What follows belongs to an exercise in optimizing a design on an open flow for small area; a production flow would make more cautious choices. Only simulation tests tie the RTL to the original design; equivalence was not proved. Power figures rest on the tool's default switching activity, not on a simulated workload.

==> flow/design.v, too long to show whole: its modules and the start of the top module <==
// module primitive_srlatch: 14 lines
// module primitive_dlatch: 10 lines
// module primitive_syncsrlatch: 19 lines
// module primitive_syncdlatch: 15 lines
// module primitive_counter: 33 lines
// module primitive_sr: 33 lines
// module primitive_sr_bram: 41 lines
// module IKAOPM_timinggen: 130 lines
// module IKAOPM_reg: 490 lines
// module reg_submdl_loreg_decoder: 16 lines
// module IKAOPM_noise: 68 lines
// module IKAOPM_lfo: 269 lines
// module IKAOPM_pg: 371 lines
// module pg_submdl_fnumrom: 9 lines
// module IKAOPM_eg: 373 lines
// module IKAOPM_op: 265 lines
// module op_submdl_logsinrom: 9 lines
// module op_submdl_exprom: 13 lines
// module IKAOPM_acc: 197 lines
// module IKAOPM_timer: 80 lines
// module IKAOPM: 311 lines
module IKAOPM #(parameter FULLY_SYNCHRONOUS = 1, parameter FAST_RESET = 0) (
    input   wire            i_EMUCLK,  
    input   wire            i_phiM_PCEN_n,  
    input   wire            i_IC_n,    
    output  wire            o_phi1,
    input   wire            i_CS_n,
    input   wire            i_RD_n,
    input   wire            i_WR_n,
    input   wire            i_A0,
    input   wire    [7:0]   i_D,
    output  wire    [7:0]   o_D,
    output  wire            o_D_OE,
    output  wire            o_CT2,  
    output  wire            o_CT1,  
    output  wire            o_IRQ_n,
    output  wire            o_SH1,
    output  wire            o_SH2,
    output  wire            o_SO,
    output  wire            o_EMU_R_SAMPLE, o_EMU_L_SAMPLE,
    output  wire signed     [15:0]  o_EMU_R_EX, o_EMU_L_EX,
    output  wire signed     [15:0]  o_EMU_R, o_EMU_L
);
  // ...
==> flow/run.sh <==
#!/bin/bash
# synth_recipe.tcl (not shown) runs the flow's synth.tcl, then flattens the netlist and writes it again
# the make line also repeats each setting of config.mk as NAME=value (left out here)
make -C /OpenROAD-flow-scripts/flow DESIGN_CONFIG=/design/flow/config.mk WORK_HOME=/design/flow/orfs CLKGATE_MAP_FILE= SYNTH_SCRIPT=/design/flow/synth_recipe.tcl finish
==> flow/config.mk <==
export PLATFORM = sky130hd
export DESIGN_NAME = IKAOPM
export DESIGN_NICKNAME = IKAOPM
export VERILOG_FILES = /design/flow/design.v
export SDC_FILE = /design/flow/constraint.sdc
export NUM_CORES = 4
export LEC_CHECK = 0
export CAP_MARGIN = 20
export CORE_MARGIN = 2
export CORE_UTILIZATION = 72
export CTS_BUF_LIST = sky130_fd_sc_hd__clkbuf_8
export CTS_CLUSTER_DIAMETER = 60
export CTS_CLUSTER_SIZE = 15
export PLACE_DENSITY = 0.82
export SLEW_MARGIN = 20
==> flow/constraint.sdc <==
create_clock -name core_clock -period 10.0 [get_ports {i_EMUCLK}]
set_input_delay 2.0000 -clock core_clock [delete_from_list [all_inputs] [get_ports {i_EMUCLK}]]
set_output_delay 2.0000 -clock core_clock [all_outputs]
set_load 0.01 [all_outputs]
==> impl_metrics.tcl, run 1 <==
set metrics [dict create \
    status "timing/DRC/antenna clean" \
    slew_violations 0 \
    wl_met3_um 16000 \
    fmaxAchievable_mhz 145 \
    area_delta_synth_final_pct 6.15 \
    synthAdderAreaFrac_pct 3.30 \
    cpMaxStageDelayCell "edfxtp_1" \
    post-synth-top-count-cell "edfxtp_1" \
    use_met1_pct 36.7 \
    grt_max_degree 279 \
    nets 9635 \
    regMostFlops "PG.phasesr_mode_sr.u_cyc19r_cyc40r_phase_sr.sr" \
    p_leak_nw 56.6 \
    syn_nets 9436 \
    tritoncts "yes" \
    root_buffer "clkbuf_8" \
    ys_async_sr_fraction_pct 1.35 \
    final_core_util_pct 77.0 \
    synth_seq_cells 4216 \
    synthTopCellsByArea "edfxtp_1 (79%), ha_1 (2.4%), nand2_1 (1.7%)" \
    initial_core_util_pct 72.6 \
    p_comb_share_pct 4.2 \
    hold-path-endpoint "REG.FULLY_SYNCHRONOUS_1_busctrl.din_syncchain[1][1]" \
    fin_cells 12200 \
    clock-sinks 4216 \
]
==> module IKAOPM_acc, before the edit <==
module IKAOPM_acc (
    input   wire            i_EMUCLK,  
    input   wire            i_MRST_n,
    input   wire            i_phi1_PCEN_n,  
    input   wire            i_phi1_NCEN_n,  
    input   wire            i_CYCLE_12,
    input   wire            i_CYCLE_29,
    input   wire            i_CYCLE_00_16,
    input   wire            i_CYCLE_06_22,
    input   wire            i_CYCLE_01_TO_16,
    input   wire            i_NE,
    input   wire    [1:0]   i_RL,
    input   wire            i_ACC_SNDADD,
    input   wire    [13:0]  i_ACC_OPDATA,
    input   wire    [13:0]  i_ACC_OPDATA_Z,  
    input   wire    [13:0]  i_ACC_NOISE,
    output  reg             o_SO,
    output  reg             o_EMU_R_SAMPLE, o_EMU_L_SAMPLE,
    output  reg signed      [15:0]  o_EMU_R_EX, o_EMU_L_EX,
    output  wire signed     [15:0]  o_EMU_R, o_EMU_L
);
wire            phi1ncen_n = i_phi1_NCEN_n;
wire            mrst_n = i_MRST_n;
reg             cycle_13, cycle_01_17, cycle_02_to_17;
always @(posedge i_EMUCLK) if(!phi1ncen_n) begin
    cycle_13 <= i_CYCLE_12;
    cycle_01_17 <= i_CYCLE_00_16;
    cycle_02_to_17 <= i_CYCLE_01_TO_16;
end
reg             sound_inlatch_noise_sel;
wire    [13:0]  sound_inlatch = sound_inlatch_noise_sel ? i_ACC_NOISE : i_ACC_OPDATA_Z;
reg             r_add, l_add;
always @(posedge i_EMUCLK) if(!phi1ncen_n) begin
    sound_inlatch_noise_sel <= i_NE & i_CYCLE_12;
    r_add <= i_ACC_SNDADD & i_RL[1];
    l_add <= i_ACC_SNDADD & i_RL[0];
end
reg     [17:0]  r_accumulator, l_accumulator;
always @(posedge i_EMUCLK) if(!phi1ncen_n) begin
    if(!mrst_n) begin
        r_accumulator <= 18'd0;  
        l_accumulator <= 18'd0;
    end
    else begin
        if(cycle_13)   r_accumulator <= r_add ? {{4{sound_inlatch[13]}}, sound_inlatch}                 : 17'd0;          
        else           r_accumulator <= r_add ? {{4{sound_inlatch[13]}}, sound_inlatch} + r_accumulator : r_accumulator;  
        if(i_CYCLE_29) l_accumulator <= l_add ? {{4{sound_inlatch[13]}}, sound_inlatch}                 : 17'd0;          
        else           l_accumulator <= l_add ? {{4{sound_inlatch[13]}}, sound_inlatch} + l_accumulator : l_accumulator;  
    end
end
reg     [15:0]  mcyc14_r_piso, mcyc30_l_piso;
reg     [1:0]   mcyc14_r_saturation_ctrl, mcyc30_l_saturation_ctrl;  
always @(posedge i_EMUCLK) if(!phi1ncen_n) begin
    if(cycle_13) begin
        mcyc14_r_piso <= {~r_accumulator[17], r_accumulator[14:0]};  
        mcyc14_r_saturation_ctrl <= {(r_accumulator[17:15] != 3'b000) & (r_accumulator[17:15] != 3'b111), r_accumulator[17]};
    end
    else begin
        mcyc14_r_piso[14:0] <= mcyc14_r_piso[15:1];  
    end
    if(i_CYCLE_29) begin
        mcyc30_l_piso <= {~l_accumulator[17], l_accumulator[14:0]};  
        mcyc30_l_saturation_ctrl <= {(l_accumulator[17:15] != 3'b000) & (l_accumulator[17:15] != 3'b111), l_accumulator[17]};
    end
    else begin
        mcyc30_l_piso[14:0] <= mcyc30_l_piso[15:1];  
    end
end
localparam  SAMPLE_STROBE_LENGTH = 1;  
reg     [SAMPLE_STROBE_LENGTH+1:0]   r_sample_det, l_sample_det;
always @(posedge i_EMUCLK) begin
    if(!i_MRST_n) begin
        r_sample_det[0] <= 1'b0;
        l_sample_det[0] <= 1'b0;
    end
    else begin
        r_sample_det[0] <= cycle_13;
        l_sample_det[0] <= i_CYCLE_29;
    end
    r_sample_det[SAMPLE_STROBE_LENGTH+1:1] <= r_sample_det[SAMPLE_STROBE_LENGTH:0];
    l_sample_det[SAMPLE_STROBE_LENGTH+1:1] <= l_sample_det[SAMPLE_STROBE_LENGTH:0];
    o_EMU_R_SAMPLE <= {|{r_sample_det[SAMPLE_STROBE_LENGTH+1:2]}, r_sample_det[1]} == 2'b10;
    o_EMU_L_SAMPLE <= {|{l_sample_det[SAMPLE_STROBE_LENGTH+1:2]}, l_sample_det[1]} == 2'b10;
end
reg signed  [15:0]  r_parallel_extended, l_parallel_extended;  
reg                 r_parallel_saturated, l_parallel_saturated;  
always @(posedge i_EMUCLK) if(!phi1ncen_n) begin
    if(!i_MRST_n) begin
        r_parallel_saturated <= 1'b0;
        r_parallel_extended <= 16'sd0;
        l_parallel_saturated <= 1'b0;
        l_parallel_extended <= 16'sd0;
    end
    else begin
        if(cycle_13) begin
            r_parallel_saturated <= (r_accumulator[17:15] != 3'b000) & (r_accumulator[17:15] != 3'b111);
            r_parallel_extended <= {r_accumulator[17], r_accumulator[14:0]};  
        end
        if(i_CYCLE_29) begin
            l_parallel_saturated <= (l_accumulator[17:15] != 3'b000) & (l_accumulator[17:15] != 3'b111);
            l_parallel_extended <= {l_accumulator[17], l_accumulator[14:0]};
        end
    end
end
function [5:0] acc_lowbits;
    input   [15:0]  x;
    reg     [5:0]   mag;
    reg     [5:0]   m;
    begin
        mag = x[14:9] ^ {6{x[15]}};
        casez(mag)
            6'b000000: m = 6'b000000;
            6'b000001: m = 6'b000001;
            6'b00001?: m = 6'b000011;
            6'b0001??: m = 6'b000111;
            6'b001???: m = 6'b001111;
            6'b01????: m = 6'b011111;
            default:   m = 6'b111111;
        endcase
        acc_lowbits = x[15] ? (x[5:0] | m) : (x[5:0] & ~m);
    end
endfunction
reg                 r_out_saturated, l_out_saturated;
always @(posedge i_EMUCLK) begin
    if(!i_MRST_n) begin
        o_EMU_R_EX <= 16'sd0;
        o_EMU_L_EX <= 16'sd0;
        r_out_saturated <= 1'b0;
        l_out_saturated <= 1'b0;
    end
    else begin
        r_out_saturated <= r_parallel_saturated;
        l_out_saturated <= l_parallel_saturated;
        o_EMU_R_EX <= r_parallel_saturated ? (r_parallel_extended[15] ? 16'h8000 : 16'h7FFF) : r_parallel_extended;
        o_EMU_L_EX <= l_parallel_saturated ? (l_parallel_extended[15] ? 16'h8000 : 16'h7FFF) : l_parallel_extended;
    end
end
assign  o_EMU_R = {o_EMU_R_EX[15:6], r_out_saturated ? o_EMU_R_EX[5:0] : acc_lowbits(o_EMU_R_EX)};
assign  o_EMU_L = {o_EMU_L_EX[15:6], l_out_saturated ? o_EMU_L_EX[5:0] : acc_lowbits(o_EMU_L_EX)};
reg             mcyc15_r_stream, mcyc31_l_stream;
always @(posedge i_EMUCLK) if(!phi1ncen_n) begin
    mcyc15_r_stream <= mcyc14_r_saturation_ctrl[1] ? ~mcyc14_r_saturation_ctrl[0] : mcyc14_r_piso[0];
    mcyc31_l_stream <= mcyc30_l_saturation_ctrl[1] ? ~mcyc30_l_saturation_ctrl[0] : mcyc30_l_piso[0];
end
reg             mcyc16_r_stream_z, mcyc17_r_stream_zz, mcyc18_r_stream_zzz;
reg             mcyc00_l_stream_z, mcyc01_l_stream_zz, mcyc02_l_stream_zzz;
always @(posedge i_EMUCLK) if(!phi1ncen_n) begin
    mcyc16_r_stream_z <= mcyc15_r_stream;
    mcyc00_l_stream_z <= mcyc31_l_stream;
    mcyc17_r_stream_zz <= mcyc16_r_stream_z;
    mcyc01_l_stream_zz <= mcyc00_l_stream_z;
    mcyc18_r_stream_zzz <= mcyc17_r_stream_zz;
    mcyc02_l_stream_zzz <= mcyc01_l_stream_zz;
end
wire            sound_data_lookaround_register_input_stream = cycle_02_to_17 ? mcyc02_l_stream_zzz : mcyc18_r_stream_zzz;
reg     [20:0]  sound_data_lookaround_register;
reg     [6:0]   sound_data_bit_15_9;
always @(posedge i_EMUCLK) if(!phi1ncen_n) begin
    sound_data_lookaround_register[20] <= sound_data_lookaround_register_input_stream;  
    sound_data_lookaround_register[19:0] <= sound_data_lookaround_register[20:1];
    if(cycle_01_17) sound_data_bit_15_9 <= {sound_data_lookaround_register_input_stream, sound_data_lookaround_register[20:15]};
end
reg     [3:0]   outmux_sel_cntr;
always @(posedge i_EMUCLK) if(!phi1ncen_n) begin
    if(i_CYCLE_06_22) outmux_sel_cntr <= 4'd1;
    else outmux_sel_cntr <= (outmux_sel_cntr == 4'd15) ? 4'd0 : outmux_sel_cntr + 4'd1;
end
wire    [5:0]   sound_data_magnitude = sound_data_bit_15_9[6] ? sound_data_bit_15_9[5:0] : ~sound_data_bit_15_9[5:0];
reg             sound_data_sign;
reg     [2:0]   sound_data_shift_amount;
reg     [4:0]   sound_data_output_tap;
always @(posedge i_EMUCLK) if(!phi1ncen_n) begin
    if(i_CYCLE_06_22) begin
        sound_data_sign <= sound_data_bit_15_9[6];
        casez(sound_data_magnitude)
            6'b000000: begin sound_data_output_tap <= 5'd0; sound_data_shift_amount <= 3'd1; end  
            6'b000001: begin sound_data_output_tap <= 5'd1; sound_data_shift_amount <= 3'd2; end
            6'b00001?: begin sound_data_output_tap <= 5'd2; sound_data_shift_amount <= 3'd3; end
            6'b0001??: begin sound_data_output_tap <= 5'd3; sound_data_shift_amount <= 3'd4; end
            6'b001???: begin sound_data_output_tap <= 5'd4; sound_data_shift_amount <= 3'd5; end
            6'b01????: begin sound_data_output_tap <= 5'd5; sound_data_shift_amount <= 3'd6; end
            6'b1?????: begin sound_data_output_tap <= 5'd6; sound_data_shift_amount <= 3'd7; end  
            default:   begin sound_data_output_tap <= 5'd0; sound_data_shift_amount <= 3'd1; end
        endcase
    end
end
reg             floating_sound_data;
always @(posedge i_EMUCLK) if(!phi1ncen_n) begin
    if(outmux_sel_cntr >= 4'd1 && outmux_sel_cntr < 4'd10)  floating_sound_data <= sound_data_lookaround_register[sound_data_output_tap];
    else if(outmux_sel_cntr == 4'd10)                       floating_sound_data <= sound_data_sign;
    else if(outmux_sel_cntr == 4'd11)                       floating_sound_data <= sound_data_shift_amount[0];
    else if(outmux_sel_cntr == 4'd12)                       floating_sound_data <= sound_data_shift_amount[1];
    else if(outmux_sel_cntr == 4'd13)                       floating_sound_data <= sound_data_shift_amount[2];
    else                                                    floating_sound_data <= sound_data_lookaround_register[sound_data_output_tap];
    o_SO <= floating_sound_data;
end
endmodule
==> run 2: changes to the inputs <==
--- a/flow/design.v
+++ b/flow/design.v
@@ -2226,24 +2226,31 @@
         else           l_accumulator <= l_add ? {{4{sound_inlatch[13]}}, sound_inlatch} + l_accumulator : l_accumulator;  
     end
 end
-reg     [15:0]  mcyc14_r_piso, mcyc30_l_piso;
+reg     [15:0]  mcyc_piso;
 reg     [1:0]   mcyc14_r_saturation_ctrl, mcyc30_l_saturation_ctrl;  
+reg             mcyc_piso_holds_r;
+reg             mcyc_r_loaded_z;
+reg             mcyc_l_next;
 always @(posedge i_EMUCLK) if(!phi1ncen_n) begin
     if(cycle_13) begin
-        mcyc14_r_piso <= {~r_accumulator[17], r_accumulator[14:0]};  
+        mcyc_piso <= {~r_accumulator[17], r_accumulator[14:0]};  
         mcyc14_r_saturation_ctrl <= {(r_accumulator[17:15] != 3'b000) & (r_accumulator[17:15] != 3'b111), r_accumulator[17]};
+        mcyc_piso_holds_r <= 1'b1;
+        mcyc_l_next <= mcyc_piso_holds_r ? ~mcyc30_l_saturation_ctrl[0] : mcyc_piso[1];
     end
-    else begin
-        mcyc14_r_piso[14:0] <= mcyc14_r_piso[15:1];  
-    end
-    if(i_CYCLE_29) begin
-        mcyc30_l_piso <= {~l_accumulator[17], l_accumulator[14:0]};  
+    else if(i_CYCLE_29) begin
+        mcyc_piso <= {~l_accumulator[17], l_accumulator[14:0]};  
         mcyc30_l_saturation_ctrl <= {(l_accumulator[17:15] != 3'b000) & (l_accumulator[17:15] != 3'b111), l_accumulator[17]};
+        mcyc_piso_holds_r <= 1'b0;
     end
     else begin
-        mcyc30_l_piso[14:0] <= mcyc30_l_piso[15:1];  
+        mcyc_piso[14:0] <= mcyc_piso[15:1];  
     end
+    mcyc_r_loaded_z <= cycle_13;
 end
+wire            mcyc14_r_piso_0 = mcyc_piso_holds_r ? mcyc_piso[0] : ~mcyc14_r_saturation_ctrl[0];
+wire            mcyc30_l_piso_0 = ~mcyc_piso_holds_r ? mcyc_piso[0] :
+                                  mcyc_r_loaded_z ? mcyc_l_next : ~mcyc30_l_saturation_ctrl[0];
 localparam  SAMPLE_STROBE_LENGTH = 1;  
 reg     [SAMPLE_STROBE_LENGTH+1:0]   r_sample_det, l_sample_det;
 always @(posedge i_EMUCLK) begin
@@ -2317,8 +2324,8 @@
 assign  o_EMU_L = {o_EMU_L_EX[15:6], l_out_saturated ? o_EMU_L_EX[5:0] : acc_lowbits(o_EMU_L_EX)};
 reg             mcyc15_r_stream, mcyc31_l_stream;
 always @(posedge i_EMUCLK) if(!phi1ncen_n) begin
-    mcyc15_r_stream <= mcyc14_r_saturation_ctrl[1] ? ~mcyc14_r_saturation_ctrl[0] : mcyc14_r_piso[0];
-    mcyc31_l_stream <= mcyc30_l_saturation_ctrl[1] ? ~mcyc30_l_saturation_ctrl[0] : mcyc30_l_piso[0];
+    mcyc15_r_stream <= mcyc14_r_saturation_ctrl[1] ? ~mcyc14_r_saturation_ctrl[0] : mcyc14_r_piso_0;
+    mcyc31_l_stream <= mcyc30_l_saturation_ctrl[1] ? ~mcyc30_l_saturation_ctrl[0] : mcyc30_l_piso_0;
 end
 reg             mcyc16_r_stream_z, mcyc17_r_stream_zz, mcyc18_r_stream_zzz;
 reg             mcyc00_l_stream_z, mcyc01_l_stream_zz, mcyc02_l_stream_zzz;
==> impl_metrics.tcl, run 2 <==
set metrics [dict create \
    viasPerCell 6.14 \
    slowest_delay_ns 0.86 \
    root_buffer "clkbuf_8" \
    largest_reg_flops 440 \
    synth_cells 8965 \
    htreeDepth 5 \
    reg2reg_slack_ns 2.54 \
    post-route-period-util_pct 74.6 \
    synth_ff_type "edfxtp_1" \
    clock-sinks 4203 \
    min_path_type "flop to flop" \
    top_regs "PG.phasesr_mode_sr.u_cyc19r_cyc40r_phase_sr.sr x440, EG.u_cyc13r_cyc40r_attenlevel_sr.sr x280, REG.d32reg_mode_sr.u_tl_reg.sr x224" \
    required_ns 10.91 \
    cts_hold_buf 0 \
    ir_worst_vdd_uv 156 \
    grt_usage_pct 25.5 \
    ys_async_sr_fraction_pct 1.36 \
    vias 74600 \
    cp-startpoint "REG.u_pms_reg.sr[0][0]" \
    r2r-start "REG.u_pms_reg.sr[0][0]" \
    syn_avg_cell_area_um2 17.3 \
    drive_gt1_share_pct 6.61 \
    grt_antenna_before_repair 14 \
    synth_seq_cells 4203 \
    skew_ns 0.0783 \
    route.antenna.remaining_nets 1 \
    totalPowerFinal_mw 29.7 \
    yosys_warnings 57 \
    wl_per_cell_um 23.3 \
    r2r_cells 25 \
    clkTransAtPathRegs_ns 0.10 \
    cp_max_fo 23 \
    grt_max_degree 271 \
    drv_cap 0 \
    gr-total-overflow 0 \
    cts_buffers 338 \
    regMostFlops "PG.phasesr_mode_sr.u_cyc19r_cyc40r_phase_sr.sr" \
    critPathKind "flop to flop" \
    yosysUniqueCellTypes 101 \
    drt_first_pass_iters 8 \
    status "finished with violations" \
    worst_pin_slew_ns 1.16 \
    clock_latency_ns 1.11 \
    final_hold_viol_count 0 \
    finalSetupViolations 0 \
    grt_pass1_wl_um 423000 \
    finalSetupTns_ns 0 \
    die-area_mm2 0.220 \
    cts.path.max_buffers 4 \
    synth_commonest_cells "edfxtp_1 (4071), nand2_1 (651), nor2_1 (496), a21oi_1 (455), ha_1 (305)" \
    start_kind "flop" \
    final_core_util_pct 76.9 \
    slew_violations 0 \
    row_count 170 \
    relSlewSlack_pct 22.6 \
    final.fill_count 11100 \
    synthTopCellsByArea "edfxtp_1 (79%), ha_1 (2.5%), nand2_1 (1.6%)" \
    postCtsResizedCells 0 \
    tritoncts "yes" \
    cpMaxStageDelayCell "edfxtp_1" \
    io_buffers 96 \
    whs_path_depth 0 \
    final_common_cell "edfxtp_1" \
    synth_edf_count 4071 \
    rr_endpoint "PG.cyc1r_saturated_pitchval[1]" \
    cp-end-kind "flop" \
    p_leak_nw 56.2 \
    drcViolationCount 0 \
    arrival_ns 8.36 \
    p_per_area_mw_per_mm2 180 \
    nets 9545 \
    grt_pass1_vias 72100 \
    layout_min_cycle_time_ns 7.46 \
    crit_end "PG.cyc1r_saturated_pitchval[1]" \
    die_h_um 469 \
    gp_congestion 0.909 \
    pin_count 97 \
    initial_core_util_pct 72.5 \
    violations "antenna violations" \
    dieWidth_um 469 \
    core_area_mm2 0.215 \
    rsz0062_at_grt "false" \
    wirelength_um 282000 \
    postCtsSetupBuffers 0 \
    area_delta_synth_final_pct 6.11 \
    synth_top_area_share_pct 78.6 \
    fmaxAchievable_mhz 134 \
    hpwlAfterDp_um 178000 \
    drt-initial-drc-count 8454 \
    ys_seq_area_share_pct 80.5 \
    post-synth-top-count-cell "edfxtp_1" \
    synth_area_leader_cell "edfxtp_1" \
    syn_nets 9353 \
    mostFrequentLayoutCells "edfxtp_1 (4071), nand2_1 (651), nor2_1 (493)" \
    syn_area_mm2 0.156 \
]
-- run 2: power by group --
part | total, mW | internal, mW | switching (mW)
registers | 20.1 | 19.8 | 0.316
logic | 1.25 | 0.435 | 0.817
clock network | 8.36 | 3.24 | 5.12
total | 29.7 | 23.5 | 6.25
-- run 2: logic make-up after synthesis --
family | Yosys count | synth area share [%]
flip-flops | 4203 | 80.5
AND/OR/NAND/NOR | 1971 | 6.02
AO/OA/AOI/OAI | 1334 | 5.44
buffers and inverters | 561 | 1.43
adder cells (fa/ha/maj) | 374 | 3.34
XOR/XNOR | 290 | 1.64
multiplexers | 232 | 1.64
-- run 2: layout make-up --
class	instances	area [um2]	share of cell area, %
Antenna cell	15	37.5	0.0227
Clock buffer	345	4750	2.88
Clock inverter	124	647	0.392
Inverter	244	950	0.575
Multi-Input combinational cell	4201	28100	17.0
Sequential cell	4203	125000	75.9
Tap cell	2838	3550	2.15
Timing Repair Buffer	169	1760	1.07
-- run 2: how the worst min path moves through the flow --
| stage | from | endpoint | slack [ns] |
|---|---|---|---|
| 2_1_floorplan | ACC.l_sample_det[0] | ACC.l_sample_det[1] | 0.31 |
| 3_3_place_gp | REG.FULLY_SYNCHRONOUS_1_busctrl.wr_n_syncchain[0] | REG.FULLY_SYNCHRONOUS_1_busctrl.wr_n_syncchain[1] | 0.32 |
| 3_5_place_dp | ACC.l_sample_det[0] | ACC.l_sample_det[1] | 0.31 |
| 4_1_cts | REG.FULLY_SYNCHRONOUS_1_busctrl.wr_n_syncchain[0] | REG.FULLY_SYNCHRONOUS_1_busctrl.wr_n_syncchain[1] | 0.26 |
| 5_1_grt | REG.FULLY_SYNCHRONOUS_1_busctrl.wr_n_syncchain[0] | REG.FULLY_SYNCHRONOUS_1_busctrl.wr_n_syncchain[1] | 0.29 |
| 6_report | REG.FULLY_SYNCHRONOUS_1_busctrl.wr_n_syncchain[0] | REG.FULLY_SYNCHRONOUS_1_busctrl.wr_n_syncchain[1] | 0.27 |
-- run 2: worst max-delay path: cells and delay by family (launching register included) --
family                   cells  cell delay, ns
AO/OA/AOI/OAI               12            2.88
adder cells (fa/ha/maj)      4            1.69
AND/OR/NAND/NOR              5            1.00
flip-flops                   1            0.86
multiplexers                 3            0.76
buffers and inverters        1            0.09
-- run 2: metrics by stage --
stage	instances	area, um2	hold slack, ns	setup slack [ns]
floorplan	8965	156000	0.310	-2.16
global placement	11700	160000	0.316	2.58
detailed placement	11700	160000	0.313	2.60
CTS	12100	165000	0.259	2.56
global route	12100	165000	0.286	1.96
finish	12100	165000	0.266	2.54
-- run 2: layer usage --
metal,share of wire (%),vias up,global-route usage (%)
li1,-,34000,-
met1,42,37100,37.2
met3,5.8,602,3.08
met4,3.8,0,9.37
met2,48,2825,40.5
met5,0,-,0
==> run 3: changes to the inputs <==
--- a/flow/config.mk
+++ b/flow/config.mk
@@ -7,7 +7,7 @@
 export LEC_CHECK = 0
 export CAP_MARGIN = 20
 export CORE_MARGIN = 2
-export CORE_UTILIZATION = 72
+export CORE_UTILIZATION = 70
 export CTS_BUF_LIST = sky130_fd_sc_hd__clkbuf_8
 export CTS_CLUSTER_DIAMETER = 60
 export CTS_CLUSTER_SIZE = 15
==> impl_metrics.tcl, run 3 <==
set metrics [dict create \
    status "timing/DRC/antenna clean" \
    cts.path.max_buffers 4 \
    finalSetupViolations 0 \
    row_count 173 \
    slowest_delay_ns 0.88 \
    syn_avg_cell_area_um2 17.3 \
    nets 9565 \
    cpMaxStageDelayCell "edfxtp_1" \
    start_kind "flop" \
    ir_worst_vdd_uv 154 \
    cp_max_fo 23 \
    grt_usage_pct 24.5 \
    grt_max_degree 250 \
    synth_top_area_share_pct 78.6 \
    area_delta_synth_final_pct 6.30 \
    final_common_cell "edfxtp_1" \
    postCtsResizedCells 0 \
    gp_congestion 0.874 \
    synth_cells 8965 \
    worst_pin_slew_ns 1.25 \
    initial_core_util_pct 70.2 \
    relSlewSlack_pct 16.9 \
    min_path_type "flop to flop" \
    synth_ff_type "edfxtp_1" \
    post-synth-top-count-cell "edfxtp_1" \
    drive_gt1_share_pct 6.85 \
    grt_pass1_vias 72200 \
    root_buffer "clkbuf_8" \
    top_regs "PG.phasesr_mode_sr.u_cyc19r_cyc40r_phase_sr.sr x440, EG.u_cyc13r_cyc40r_attenlevel_sr.sr x280, REG.d32reg_mode_sr.u_tl_reg.sr x224" \
    synth_area_leader_cell "edfxtp_1" \
    layout_min_cycle_time_ns 7.46 \
    gr-total-overflow 0 \
    synth_seq_cells 4203 \
    final_core_util_pct 74.6 \
    cts_hold_buf 0 \
    whs_path_depth 0 \
    p_per_area_mw_per_mm2 180 \
    fmaxAchievable_mhz 134 \
    p_leak_nw 56.2 \
    yosys_warnings 57 \
    clkTransAtPathRegs_ns 0.10 \
    htreeDepth 5 \
    largest_reg_flops 440 \
    cp.depth 25 \
    dp_cells 11800 \
    pin_count 97 \
    cp-end-kind "flop" \
    postCtsSetupBuffers 0 \
    yosysUniqueCellTypes 101 \
    die-area_mm2 0.226 \
    crit_buf_inv 1 \
    synth_edf_count 4071 \
    holdWs_ns 0.331 \
    wirelength_um 278000 \
    cp_top_family "compound AO/OA/AOI/OAI gates" \
    clock-sinks 4203 \
    rsz0062_at_grt "false" \
    slew_violations 0 \
    io_buffers 96 \
    final_hold_viol_count 0 \
    drt-initial-drc-count 7642 \
    regMostFlops "PG.phasesr_mode_sr.u_cyc19r_cyc40r_phase_sr.sr" \
    grt_antenna_before_repair 7 \
    tritoncts "yes" \
    ys_async_sr_fraction_pct 1.36 \
    syn_nets 9353 \
    syn_area_mm2 0.156 \
    critPathKind "flop to flop" \
    required_ns 10.92 \
    synth_commonest_cells "edfxtp_1 (4071), nand2_1 (651), nor2_1 (496), a21oi_1 (455), ha_1 (305)" \
    route.antenna.remaining_nets 0 \
    vias 74000 \
    hpwlAfterDp_um 176000 \
    die_h_um 475 \
    synthTopCellsByArea "edfxtp_1 (79%), ha_1 (2.5%), nand2_1 (1.6%)" \
    post-route-period-util_pct 74.6 \
    r2r_cells 25 \
    cts_buffers 341 \
    wl_per_cell_um 22.6 \
    dieWidth_um 475 \
    mostFrequentLayoutCells "edfxtp_1 (4071), nand2_1 (651), nor2_1 (494)" \
    grt_pass1_wl_um 421000 \
    arrival_ns 8.38 \
    core_area_mm2 0.222 \
    drcViolationCount 0 \
    drv_cap 0 \
    drt_first_pass_iters 8 \
    fin_cells 12300 \
    clock_latency_ns 1.09 \
    viasPerCell 6.02 \
    skew_ns 0.0991 \
    ys_seq_area_share_pct 80.5 \
]
run 3: layout make-up:
type,count,area [um2]
Sequential cell,4203,125000
Fill cell,12300,56300
Multi-Input combinational cell,4201,28100
Clock buffer,350,4820
Tap cell,2975,3720
Timing Repair Buffer,186,1810
Inverter,244,950
Clock inverter,122,691
Antenna cell,7,17.5
run 3: cells by family (layout without fill, tap and decap cells):
| family | Yosys count | count (layout) | share of synthesized area (%) |
|---|---|---|---|
| other | 0 | 7 | 0 |
| multiplexers | 232 | 232 | 1.64 |
| adder cells (fa/ha/maj) | 374 | 374 | 3.34 |
| buffers and inverters | 561 | 902 | 1.43 |
| XOR/XNOR | 290 | 290 | 1.64 |
| AND/OR/NAND/NOR | 1971 | 1971 | 6.02 |
| flip-flops | 4203 | 4203 | 80.5 |
| AO/OA/AOI/OAI | 1334 | 1334 | 5.44 |
run 3: power by group:
group	leakage (nW)	switching [mW]	internal (mW)
sequential	39.1	0.292	19.8
combinational	14.0	0.817	0.434
clock	3.14	5.15	3.29
run 3: layer usage:
metal	routed length, um	global-route usage [%]
met3	14700	2.83
met2	132000	38.5
met4	10100	8.65
met5	0	0
met1	122000	36.5
run 3: worst register-to-register path, delay by kind of cell (launching register included):
kind,cells,cell delay (ns)
compound gates,12,2.91
fa+ha+maj,4,1.68
simple gates,5,0.99
flops,1,0.88
buf+inv,1,0.09
mux,3,0.77
run 3: through the flow:
| stage | total power, mW | area, um2 | TNS, ns | setup slack, ns |
|---|---|---|---|---|
| after floorplan | 21.5 | 156000 | -7571.11 | -2.16 |
| after global placement | 21.7 | 160000 | 0 | 2.53 |
| after detailed placement | 21.7 | 160000 | 0 | 2.43 |
| after CTS | 30.0 | 165000 | 0 | 2.45 |
| after global routing | 30.8 | 165000 | 0 | 1.89 |
| final | 29.8 | 165000 | 0 | 2.54 |
run 3: path summary, 6_finish.rpt:
check | endpoint | start | slack (ns)
setup / recovery | PG.cyc1r_saturated_pitchval[3] | REG.u_pms_reg.sr[0][0] | 2.54
hold / removal | REG.FULLY_SYNCHRONOUS_1_busctrl.din_syncchain[1][1] | REG.FULLY_SYNCHRONOUS_1_busctrl.din_syncchain[0][1] | 0.33
setup reg to reg | PG.cyc1r_saturated_pitchval[3] | REG.u_pms_reg.sr[0][0] | 2.54
hold reg to reg | REG.FULLY_SYNCHRONOUS_1_busctrl.din_syncchain[1][1] | REG.FULLY_SYNCHRONOUS_1_busctrl.din_syncchain[0][1] | 0.33
max in group asynchronous | LFO.multiplier_sr[13] | TIMINGGEN.synced_mrst_n | 8.42
min in group asynchronous | LFO.multiplier_sr[7] | TIMINGGEN.synced_mrst_n | 0.60
==> run 4: changes to the inputs <==
--- a/flow/config.mk
+++ b/flow/config.mk
@@ -10,6 +10,6 @@
 export CORE_UTILIZATION = 70
 export CTS_BUF_LIST = sky130_fd_sc_hd__clkbuf_8
 export CTS_CLUSTER_DIAMETER = 60
-export CTS_CLUSTER_SIZE = 15
+export CTS_CLUSTER_SIZE = 18
 export PLACE_DENSITY = 0.82
 export SLEW_MARGIN = 20
==> impl_metrics.tcl, run 4 <==
set metrics [dict create \
    status "timing/DRC/antenna clean" \
    mostFrequentLayoutCells "edfxtp_1 (4071), nand2_1 (651), nor2_1 (494)" \
    final.fill_count 12400 \
    post-route-cell-area_mm2 0.165 \
    syn_avg_cell_area_um2 17.3 \
    final_common_cell "edfxtp_1" \
    synth_commonest_cells "edfxtp_1 (4071), nand2_1 (651), nor2_1 (496), a21oi_1 (455), ha_1 (305)" \
    ir_worst_vdd_uv 175 \
    synth_ff_type "edfxtp_1" \
    clkTransAtPathRegs_ns 0.11 \
    core_area_mm2 0.222 \
    drcViolationCount 0 \
    cts_hold_buf 0 \
    critPathKind "flop to flop" \
    syn_area_mm2 0.156 \
    worst_pin_slew_ns 1.20 \
    post-route-period-util_pct 74.8 \
    synth_edf_count 4071 \
    synth_top_area_share_pct 78.6 \
    drt_first_pass_iters 9 \
    p_per_area_mw_per_mm2 178 \
    synth_seq_cells 4203 \
    drv_cap 0 \
    finalSetupViolations 0 \
    grt_pass1_wl_um 419000 \
    wirelength_um 276000 \
    row_count 173 \
    root_buffer "clkbuf_8" \
    io_buffers 96 \
    layout_min_cycle_time_ns 7.48 \
    drive_gt1_share_pct 6.51 \
    drt-initial-drc-count 7502 \
    synth_cells 8965 \
    dieWidth_um 475 \
    start_kind "flop" \
    p_leak_nw 55.8 \
    syn_nets 9353 \
    rsz0062_at_grt "false" \
    min_path_type "flop to flop" \
    relSlewSlack_pct 20.1 \
    gp_congestion 0.874 \
    ys_async_sr_fraction_pct 1.36 \
    synth_area_leader_cell "edfxtp_1" \
    gr-total-overflow 0 \
    clock-sinks 4203 \
    yosys_warnings 57 \
    ys_seq_area_share_pct 80.5 \
    die_h_um 475 \
    cp_max_fo 23 \
    final_hold_viol_count 0 \
    area_delta_synth_final_pct 5.90 \
    skew_ns 0.0982 \
    postCtsSetupBuffers 0 \
    totalPowerFinal_mw 29.3 \
    top_regs "PG.phasesr_mode_sr.u_cyc19r_cyc40r_phase_sr.sr x440, EG.u_cyc13r_cyc40r_attenlevel_sr.sr x280, REG.d32reg_mode_sr.u_tl_reg.sr x224" \
    wl_per_cell_um 22.6 \
    regMostFlops "PG.phasesr_mode_sr.u_cyc19r_cyc40r_phase_sr.sr" \
    required_ns 10.90 \
    hpwlAfterDp_um 176000 \
    synthTopCellsByArea "edfxtp_1 (79%), ha_1 (2.5%), nand2_1 (1.6%)" \
    pin_count 97 \
    postCtsResizedCells 0 \
    slew_violations 0 \
    initial_core_util_pct 70.2 \
    clock_latency_ns 1.08 \
    yosysUniqueCellTypes 101 \
    viasPerCell 6.03 \
    vias 73800 \
    cp-end-kind "flop" \
    route.antenna.remaining_nets 0 \
    largest_reg_flops 440 \
    grt_usage_pct 24.4 \
    grt_pass1_vias 71700 \
    placed_cell_area_mm2 0.160 \
    cts.path.max_buffers 4 \
    nets 9522 \
    fmaxAchievable_mhz 134 \
    grt_max_degree 250 \
    htreeDepth 5 \
    die-area_mm2 0.226 \
    grt_antenna_before_repair 7 \
    cts_buffers 298 \
    arrival_ns 8.37 \
    tritoncts "yes" \
    post-synth-top-count-cell "edfxtp_1" \
]
[run 4: cell count changes in the layout (fill, tap and decap cells not counted), sizes merged]
cell | previous run | this run
clkbuf | 350 | 306
diode | 7 | 8
bufinv | 2 | 0
inv | 340 | 330
clkinvlp | 6 | 10
clkinv | 18 | 16
[run 4: final timing paths]
check | cells after the start | slack [ns] | to | start
setup / recovery | 25 | 2.52 | PG.cyc1r_saturated_pitchval[3] | REG.u_pms_reg.sr[0][0]
hold / removal | 0 | 0.34 | REG.FULLY_SYNCHRONOUS_1_busctrl.din_syncchain[1][1] | REG.FULLY_SYNCHRONOUS_1_busctrl.din_syncchain[0][1]
setup reg to reg | 25 | 2.52 | PG.cyc1r_saturated_pitchval[3] | REG.u_pms_reg.sr[0][0]
hold reg to reg | 0 | 0.34 | REG.FULLY_SYNCHRONOUS_1_busctrl.din_syncchain[1][1] | REG.FULLY_SYNCHRONOUS_1_busctrl.din_syncchain[0][1]
max in group asynchronous | 2 | 8.40 | LFO.multiplier_sr[13] | TIMINGGEN.synced_mrst_n
min in group asynchronous | 1 | 0.61 | LFO.multiplier_sr[6] | TIMINGGEN.synced_mrst_n
[run 4: kinds of logic after synthesis]
family / share of synthesized area (%)
AO/OA/AOI/OAI: 5.44
XOR/XNOR: 1.64
adder cells (fa/ha/maj): 3.34
buffers and inverters: 1.43
flip-flops: 80.5
multiplexers: 1.64
AND/OR/NAND/NOR: 6.02
[run 4: critical path, cell delays in order, from the launching register on]
cell      delay (ns)
edfxtp_1        0.88
mux2i_1         0.27
mux2i_1         0.10
o21ai_1         0.25
mux2_1          0.39
fa_1            0.44
a21o_1          0.17
a21oi_1         0.23
nor2b_1         0.07
o21ai_0         0.15
nand2b_1        0.09
fa_1            0.43
inv_1           0.09
fa_1            0.45
o21ai_0         0.22
nand2b_1        0.26
ha_1            0.36
a21o_1          0.18
a21o_1          0.20
a21o_1          0.18
a21oi_1         0.23
o21ai_0         0.18
nor2b_1         0.16
o21bai_1        0.57
nand2_1         0.41
o21ai_0         0.34
[run 4: power by group]
group	switching (mW)	leakage, nW	internal (mW)
registers	0.291	39.1	19.8
logic	0.816	14.0	0.434
clock network	5.05	2.74	2.88
[run 4: layout make-up]
type / count / area [um2] / share of cell area (%)
clock inverter: 112 / 664 / 0.403
multi-input combinational: 4201 / 28100 / 17.1
clock buffer: 306 / 4210 / 2.56
tap: 2975 / 3720 / 2.26
timing repair buffer: 186 / 1810 / 1.10
inverter: 244 / 950 / 0.577
sequential: 4203 / 125000 / 76.0
antenna: 8 / 20.0 / 0.0122
[run 4: through the flow]
stage / TNS [ns] / hold WS (ns) / util [%] / cells / setup WS, ns
after floorplan: -7571.11 / 0.310 / - / 8965 / -2.16
after global placement: 0 / 0.312 / 72.1 / 11800 / 2.53
after detailed placement: 0 / 0.313 / 72.1 / 11800 / 2.43
after CTS: 0 / 0.336 / 74.3 / 12200 / 2.42
after global routing: 0 / 0.341 / 74.3 / 12200 / 1.85
final: 0 / 0.335 / 74.3 / 12200 / 2.52
[run 4: routing by layer]
| layer | GRT usage [%] | share of wire (%) | routed length [um] | vias to the layer above |
|---|---|---|---|---|
| li1 | - | - | - | 34000 |
| met1 | 36.2 | 44 | 121000 | 36800 |
| met2 | 38.5 | 48 | 131000 | 2409 |
| met3 | 2.82 | 5.2 | 14500 | 528 |
| met4 | 8.13 | 3.3 | 9150 | 0 |
| met5 | 0 | 0 | 0 | - |
==> run 5: changes to the inputs <==
--- a/flow/config.mk
+++ b/flow/config.mk
@@ -9,7 +9,7 @@
 export CORE_MARGIN = 2
 export CORE_UTILIZATION = 70
 export CTS_BUF_LIST = sky130_fd_sc_hd__clkbuf_8
-export CTS_CLUSTER_DIAMETER = 60
-export CTS_CLUSTER_SIZE = 18
+export CTS_CLUSTER_DIAMETER = 70
+export CTS_CLUSTER_SIZE = 17
 export PLACE_DENSITY = 0.82
 export SLEW_MARGIN = 20
==> impl_metrics.tcl, run 5 <==
set metrics [dict create \
    cpMaxStageDelayCell "edfxtp_1" \
    gr-total-overflow 0 \
    drv_cap 0 \
    wirelength_um 278000 \
    crit_buf_inv 1 \
    finalSetupTns_ns 0 \
    start_kind "flop" \
    core_area_mm2 0.222 \
    cts_hold_buf 0 \
    route.antenna.remaining_nets 0 \
    drt_first_pass_iters 9 \
    drt-initial-drc-count 7804 \
    post-synth-top-count-cell "edfxtp_1" \
    layout_setup_ws_ns 2.49 \
    clkTransAtPathRegs_ns 0.10 \
    initial_core_util_pct 70.2 \
    syn_nets 9353 \
    critPathKind "flop to flop" \
    synth_ff_type "edfxtp_1" \
    synth_cells 8965 \
    final_hold_viol_count 0 \
    cp_max_fo 23 \
    clock_latency_ns 1.07 \
    reg2reg_slack_ns 2.49 \
    synth_top_area_share_pct 78.6 \
    nets 9529 \
    cp-startpoint "REG.u_pms_reg.sr[0][0]" \
    cp_top_family "compound AO/OA/AOI/OAI gates" \
    relSlewSlack_pct 24.2 \
    placed_cell_area_mm2 0.160 \
    root_buffer "clkbuf_8" \
    drcViolationCount 0 \
    final_common_cell "edfxtp_1" \
    yosysUniqueCellTypes 101 \
    synthTopCellsByArea "edfxtp_1 (79%), ha_1 (2.5%), nand2_1 (1.6%)" \
    yosys_warnings 57 \
    die_h_um 475 \
    io_buffers 96 \
    skew_ns 0.0861 \
    totalPowerFinal_mw 29.4 \
    grt_usage_pct 24.5 \
    tritoncts "yes" \
    r2r-start "REG.u_pms_reg.sr[0][0]" \
    arrival_ns 8.39 \
    grt_pass1_wl_um 421000 \
    fmaxAchievable_mhz 133 \
    final.fill_count 12400 \
    ys_async_sr_fraction_pct 1.36 \
    required_ns 10.88 \
    slowest_delay_ns 0.89 \
    final_core_util_pct 74.3 \
    p_per_area_mw_per_mm2 178 \
    synth_edf_count 4071 \
    postCtsSetupBuffers 0 \
    fin_cells 12200 \
    finalSetupViolations 0 \
    cp-end-kind "flop" \
    syn_area_mm2 0.156 \
    synth_commonest_cells "edfxtp_1 (4071), nand2_1 (651), nor2_1 (496), a21oi_1 (455), ha_1 (305)" \
    holdWs_ns 0.336 \
    clock-sinks 4203 \
    slew_violations 0 \
    place_ws_ns 2.43 \
    row_count 173 \
    cts_buffers 305 \
    worst_pin_slew_ns 1.14 \
    layout_min_cycle_time_ns 7.51 \
    postCtsResizedCells 0 \
    synth_seq_cells 4203 \
    dieWidth_um 475 \
    ir_worst_vdd_uv 146 \
    status "timing/DRC/antenna clean" \
    largest_reg_flops 440 \
    wl_per_cell_um 22.8 \
    synth_area_leader_cell "edfxtp_1" \
    vias 73800 \
    area_delta_synth_final_pct 5.92 \
    drive_gt1_share_pct 6.43 \
    viasPerCell 6.03 \
    cts.path.max_buffers 4 \
    top_regs "PG.phasesr_mode_sr.u_cyc19r_cyc40r_phase_sr.sr x440, EG.u_cyc13r_cyc40r_attenlevel_sr.sr x280, REG.d32reg_mode_sr.u_tl_reg.sr x224" \
    pin_count 97 \
    die-area_mm2 0.226 \
    syn_avg_cell_area_um2 17.3 \
    regMostFlops "PG.phasesr_mode_sr.u_cyc19r_cyc40r_phase_sr.sr" \
    grt_pass1_vias 72000 \
    dp_cells 11800 \
    rsz0062_at_grt "false" \
    ys_seq_area_share_pct 80.5 \
    gp_congestion 0.874 \
    min_from "REG.FULLY_SYNCHRONOUS_1_busctrl.wr_n_syncchain[0]" \
    mostFrequentLayoutCells "edfxtp_1 (4071), nand2_1 (651), nor2_1 (494)" \
    grt_antenna_before_repair 8 \
    grt_max_degree 250 \
    post-route-period-util_pct 75.1 \
    htreeDepth 5 \
    post-route-cell-area_mm2 0.165 \
    min_path_type "flop to flop" \
    p_leak_nw 55.9 \
    hpwlAfterDp_um 176000 \
]
## run 5: cell counts after synthesis
No cell type changed its count.
## run 5: area by class of cell
cell class | instances | area [um2] | share of cell area, %
clock buffer | 308 | 4240 | 2.57
sequential | 4203 | 125000 | 76.0
multi-input combinational | 4201 | 28100 | 17.1
tap | 2975 | 3720 | 2.26
inverter | 244 | 950 | 0.576
timing repair buffer | 186 | 1810 | 1.10
antenna | 8 | 20.0 | 0.0122
clock inverter | 110 | 672 | 0.408
## run 5: final timing paths
| check | to | cells after the start |
|---|---|---|
| max in group asynchronous | LFO.multiplier_sr[12] | 2 |
| min in group asynchronous | LFO.multiplier_sr[7] | 1 |
| hold / removal | REG.FULLY_SYNCHRONOUS_1_busctrl.wr_n_syncchain[1] | 0 |
| setup reg to reg | PG.cyc1r_saturated_pitchval[3] | 25 |
| hold reg to reg | REG.FULLY_SYNCHRONOUS_1_busctrl.wr_n_syncchain[1] | 0 |
| setup / recovery | PG.cyc1r_saturated_pitchval[3] | 25 |
## run 5: routing by layer
| layer | vias to the layer above | share of wire (%) | track usage, % |
|---|---|---|---|
| li1 | 34000 | - | - |
| met1 | 36900 | 44 | 36.5 |
| met2 | 2429 | 48 | 38.8 |
| met3 | 535 | 5.2 | 2.72 |
| met4 | 2 | 3.5 | 8.18 |
| met5 | - | 0.0029 | 0 |
## run 5: cells by family (layout without fill, tap and decap cells)
logic type | after synthesis | after routing | share of synthesized area (%)
AOI/OAI and AO/OA | 1334 | 1334 | 5.44
and+or+nand+nor | 1971 | 1971 | 6.02
other | 0 | 8 | 0
buffers and inverters | 561 | 848 | 1.43
DFF | 4203 | 4203 | 80.5
adders and majority gates | 374 | 374 | 3.34
xor gates and xnor gates | 290 | 290 | 1.64
muxes | 232 | 232 | 1.64
## run 5: report_power, final
part           switching (mW)  total [mW]  internal (mW)
Combinational           0.817        1.25          0.433
Sequential              0.293        20.1           19.8
Clock                    5.05        8.03           2.98
Total                    6.16        29.4           23.2
==> run 6: changes to the inputs <==
--- a/flow/config.mk
+++ b/flow/config.mk
@@ -9,7 +9,7 @@
 export CORE_MARGIN = 2
 export CORE_UTILIZATION = 70
 export CTS_BUF_LIST = sky130_fd_sc_hd__clkbuf_8
-export CTS_CLUSTER_DIAMETER = 70
-export CTS_CLUSTER_SIZE = 17
+export CTS_CLUSTER_DIAMETER = 55
+export CTS_CLUSTER_SIZE = 20
 export PLACE_DENSITY = 0.82
 export SLEW_MARGIN = 20
==> impl_metrics.tcl, run 6 <==
set metrics [dict create \
    synth_commonest_cells "edfxtp_1 (4071), nand2_1 (651), nor2_1 (496), a21oi_1 (455), ha_1 (305)" \
    drv_cap 0 \
    synth_area_leader_cell "edfxtp_1" \
    regMostFlops "PG.phasesr_mode_sr.u_cyc19r_cyc40r_phase_sr.sr" \
    drt-initial-drc-count 7820 \
    post-route-cell-area_mm2 0.165 \
    layout_min_cycle_time_ns 7.48 \
    sw_frac_of_total_pct 21.0 \
    slew_violations 0 \
    ys_seq_area_share_pct 80.5 \
    io_buffers 96 \
    ys_async_sr_fraction_pct 1.36 \
    cts.path.max_buffers 4 \
    synthTopCellsByArea "edfxtp_1 (79%), ha_1 (2.5%), nand2_1 (1.6%)" \
    layout_setup_ws_ns 2.52 \
    final_hold_viol_count 0 \
    placed_cell_area_mm2 0.160 \
    vias 73900 \
    synth_seq_cells 4203 \
    rsz0062_at_grt "false" \
    fmaxAchievable_mhz 134 \
    skew_ns 0.105 \
    nets 9508 \
    drcViolationCount 0 \
    gp_congestion 0.874 \
    p_leak_nw 55.9 \
    grt_pass1_vias 71800 \
    cpMaxStageDelayCell "edfxtp_1" \
    post-route-period-util_pct 74.8 \
    die-area_mm2 0.226 \
    gr-total-overflow 0 \
    arrival_ns 8.37 \
    yosysUniqueCellTypes 101 \
    intPower_mw 23.3 \
    syn_area_mm2 0.156 \
    grt_usage_pct 24.4 \
    fin_cells 12200 \
    htreeDepth 5 \
    worst_pin_slew_ns 1.13 \
    critPathKind "flop to flop" \
    cp-end-kind "flop" \
    post-synth-top-count-cell "edfxtp_1" \
    clkTransAtPathRegs_ns 0.11 \
    place_ws_ns 2.43 \
    cts_hold_buf 0 \
    status "timing/DRC/antenna clean" \
    top_regs "PG.phasesr_mode_sr.u_cyc19r_cyc40r_phase_sr.sr x440, EG.u_cyc13r_cyc40r_attenlevel_sr.sr x280, REG.d32reg_mode_sr.u_tl_reg.sr x224" \
    root_buffer "clkbuf_8" \
    min_path_type "flop to flop" \
    slowest_delay_ns 0.87 \
    synth_ff_type "edfxtp_1" \
    ir_worst_vdd_uv 152 \
    mostFrequentLayoutCells "edfxtp_1 (4071), nand2_1 (651), nor2_1 (494)" \
    relSlewSlack_pct 24.7 \
    wirelength_um 276000 \
    syn_avg_cell_area_um2 17.3 \
    grt_pass1_wl_um 420000 \
    dieWidth_um 475 \
    grt_max_degree 250 \
    cp_max_fo 23 \
    p_per_area_mw_per_mm2 179 \
    postCtsSetupBuffers 0 \
    final_core_util_pct 74.4 \
    clock_latency_ns 1.08 \
    viasPerCell 6.05 \
    start_kind "flop" \
    yosys_warnings 57 \
    core_area_mm2 0.222 \
    area_delta_synth_final_pct 6.03 \
    route.antenna.remaining_nets 0 \
    drt_first_pass_iters 9 \
    power_switching_mw 6.21 \
    postCtsResizedCells 0 \
    grt_antenna_before_repair 4 \
    synth_cells 8965 \
    totalPowerFinal_mw 29.5 \
    final_common_cell "edfxtp_1" \
    cts_buffers 284 \
    dp_cells 11800 \
    synth_edf_count 4071 \
    required_ns 10.89 \
    wl_per_cell_um 22.6 \
    die_h_um 475 \
    p_comb_share_pct 4.2 \
    drive_gt1_share_pct 6.63 \
    largest_reg_flops 440 \
    tritoncts "yes" \
    syn_nets 9353 \
    hpwlAfterDp_um 176000 \
    sequentialPowerShare_pct 68.0 \
    initial_core_util_pct 70.2 \
    synth_top_area_share_pct 78.6 \
    row_count 173 \
    finalSetupViolations 0 \
    pin_count 97 \
    clockPowerShare_pct 27.7 \
    clock-sinks 4203 \
]
## run 6: changes by cell type in the layout (fill, tap and decap cells not counted), sizes merged
| cell | before | now |
|---|---|---|
| inv | 328 | 319 |
| bufinv | 4 | 11 |
| clkinv | 13 | 24 |
| diode | 8 | 2 |
| clkbuf | 308 | 292 |
| clkinvlp | 9 | 7 |
## run 6: critical path, delay by kind of cell, from the launching register on
family          cells  cell delay [ns]
simple gates        5             1.01
buf+inv             1             0.09
flops               1             0.87
fa+ha+maj           4             1.67
mux                 3             0.76
compound gates     12             2.90
## run 6: logic make-up (layout without fill, tap and decap cells)
kind of cell | after synthesis | count (layout) | share of synthesized area, %
buf+inv | 561 | 839 | 1.43
simple gates | 1971 | 1971 | 6.02
other cells | 0 | 2 | 0
xor+xnor | 290 | 290 | 1.64
flops | 4203 | 4203 | 80.5
mux | 232 | 232 | 1.64
compound gates | 1334 | 1334 | 5.44
fa+ha+maj | 374 | 374 | 3.34
## run 6: layer usage
layer / track usage [%] / up-vias / wire length, um
li1: - / 33900 / -
met1: 36.3 / 36800 / 120000
met2: 38.8 / 2547 / 132000
met3: 2.65 / 546 / 14700
met4: 8.13 / 0 / 9330
met5: 0 / - / 0
## run 6: worst paths after layout
kind                                                                startpoint                                                   to  slack, ns  depth (start not counted)
setup reg to reg                                        REG.u_pms_reg.sr[0][0]                       PG.cyc1r_saturated_pitchval[3]       2.52                         25
setup / recovery                                        REG.u_pms_reg.sr[0][0]                       PG.cyc1r_saturated_pitchval[3]       2.52                         25
hold reg to reg            REG.FULLY_SYNCHRONOUS_1_busctrl.din_syncchain[0][2]  REG.FULLY_SYNCHRONOUS_1_busctrl.din_syncchain[1][2]       0.34                          0
min in group asynchronous                              TIMINGGEN.synced_mrst_n                                 LFO.multiplier_sr[6]       0.61                          1
max in group asynchronous                              TIMINGGEN.synced_mrst_n                                LFO.multiplier_sr[13]       8.41                          2
hold / removal             REG.FULLY_SYNCHRONOUS_1_busctrl.din_syncchain[0][2]  REG.FULLY_SYNCHRONOUS_1_busctrl.din_syncchain[1][2]       0.34                          0
## run 6: layout make-up
type / instances / area [um2]
Sequential cell: 4203 / 125000
Fill cell: 12400 / 56800
Multi-Input combinational cell: 4201 / 28100
Clock buffer: 292 / 4020
Tap cell: 2975 / 3720
Timing Repair Buffer: 186 / 1810
Clock inverter: 117 / 1070
Inverter: 244 / 950
Antenna cell: 2 / 5.00
## run 6: per-stage QoR
stage	setup TNS (ns)	hold slack, ns
final	0	0.337
after global routing	0	0.338
after CTS	0	0.335
after detailed placement	0	0.313
after global placement	0	0.312
after floorplan	-7571.11	0.310
## run 6: power groups by stage
stage / Sequential (mW) / Combinational [mW] / Clock (mW)
2_1_floorplan: 20.5 / 0.926 / 0
3_3_place_gp: 20.5 / 1.20 / 0
3_5_place_dp: 20.5 / 1.24 / 0
4_1_cts: 20.1 / 1.25 / 8.41
5_1_grt: 20.1 / 1.39 / 8.95
6_report: 20.1 / 1.25 / 8.19

[what the ideal ports hide]
The flow's constraints put no driver on any port. The routed layouts listed below were extracted and timed again, unchanged, in two steps.
Step 1: set_driving_cell puts a clkbuf_16 on i_EMUCLK and a buf_2 on each other input, an assumption about the parent block.
Step 2 also shifts input and output timing later by t, the mid clock arrival at the registers, as if the neighbouring blocks saw the same clock.
a / b / c = no drivers / after step 1 / after step 2; a / b = the first two.
run	t (ns)	setup slack, ns	latest minus earliest clock arrival (ns)
run 1	1.127	3.121 / 3.121 / 3.121	0.132 / 0.132
run 2	1.152	2.543 / 2.543 / 2.543	0.096 / 0.095
run 3	1.125	2.537 / 2.537 / 2.537	0.116 / 0.116
run 4	1.131	2.525 / 2.525 / 2.525	0.127 / 0.127
run 5	1.119	2.491 / 2.491 / 2.491	0.095 / 0.095
run 6	1.115	2.524 / 2.524 / 2.524	0.108 / 0.108
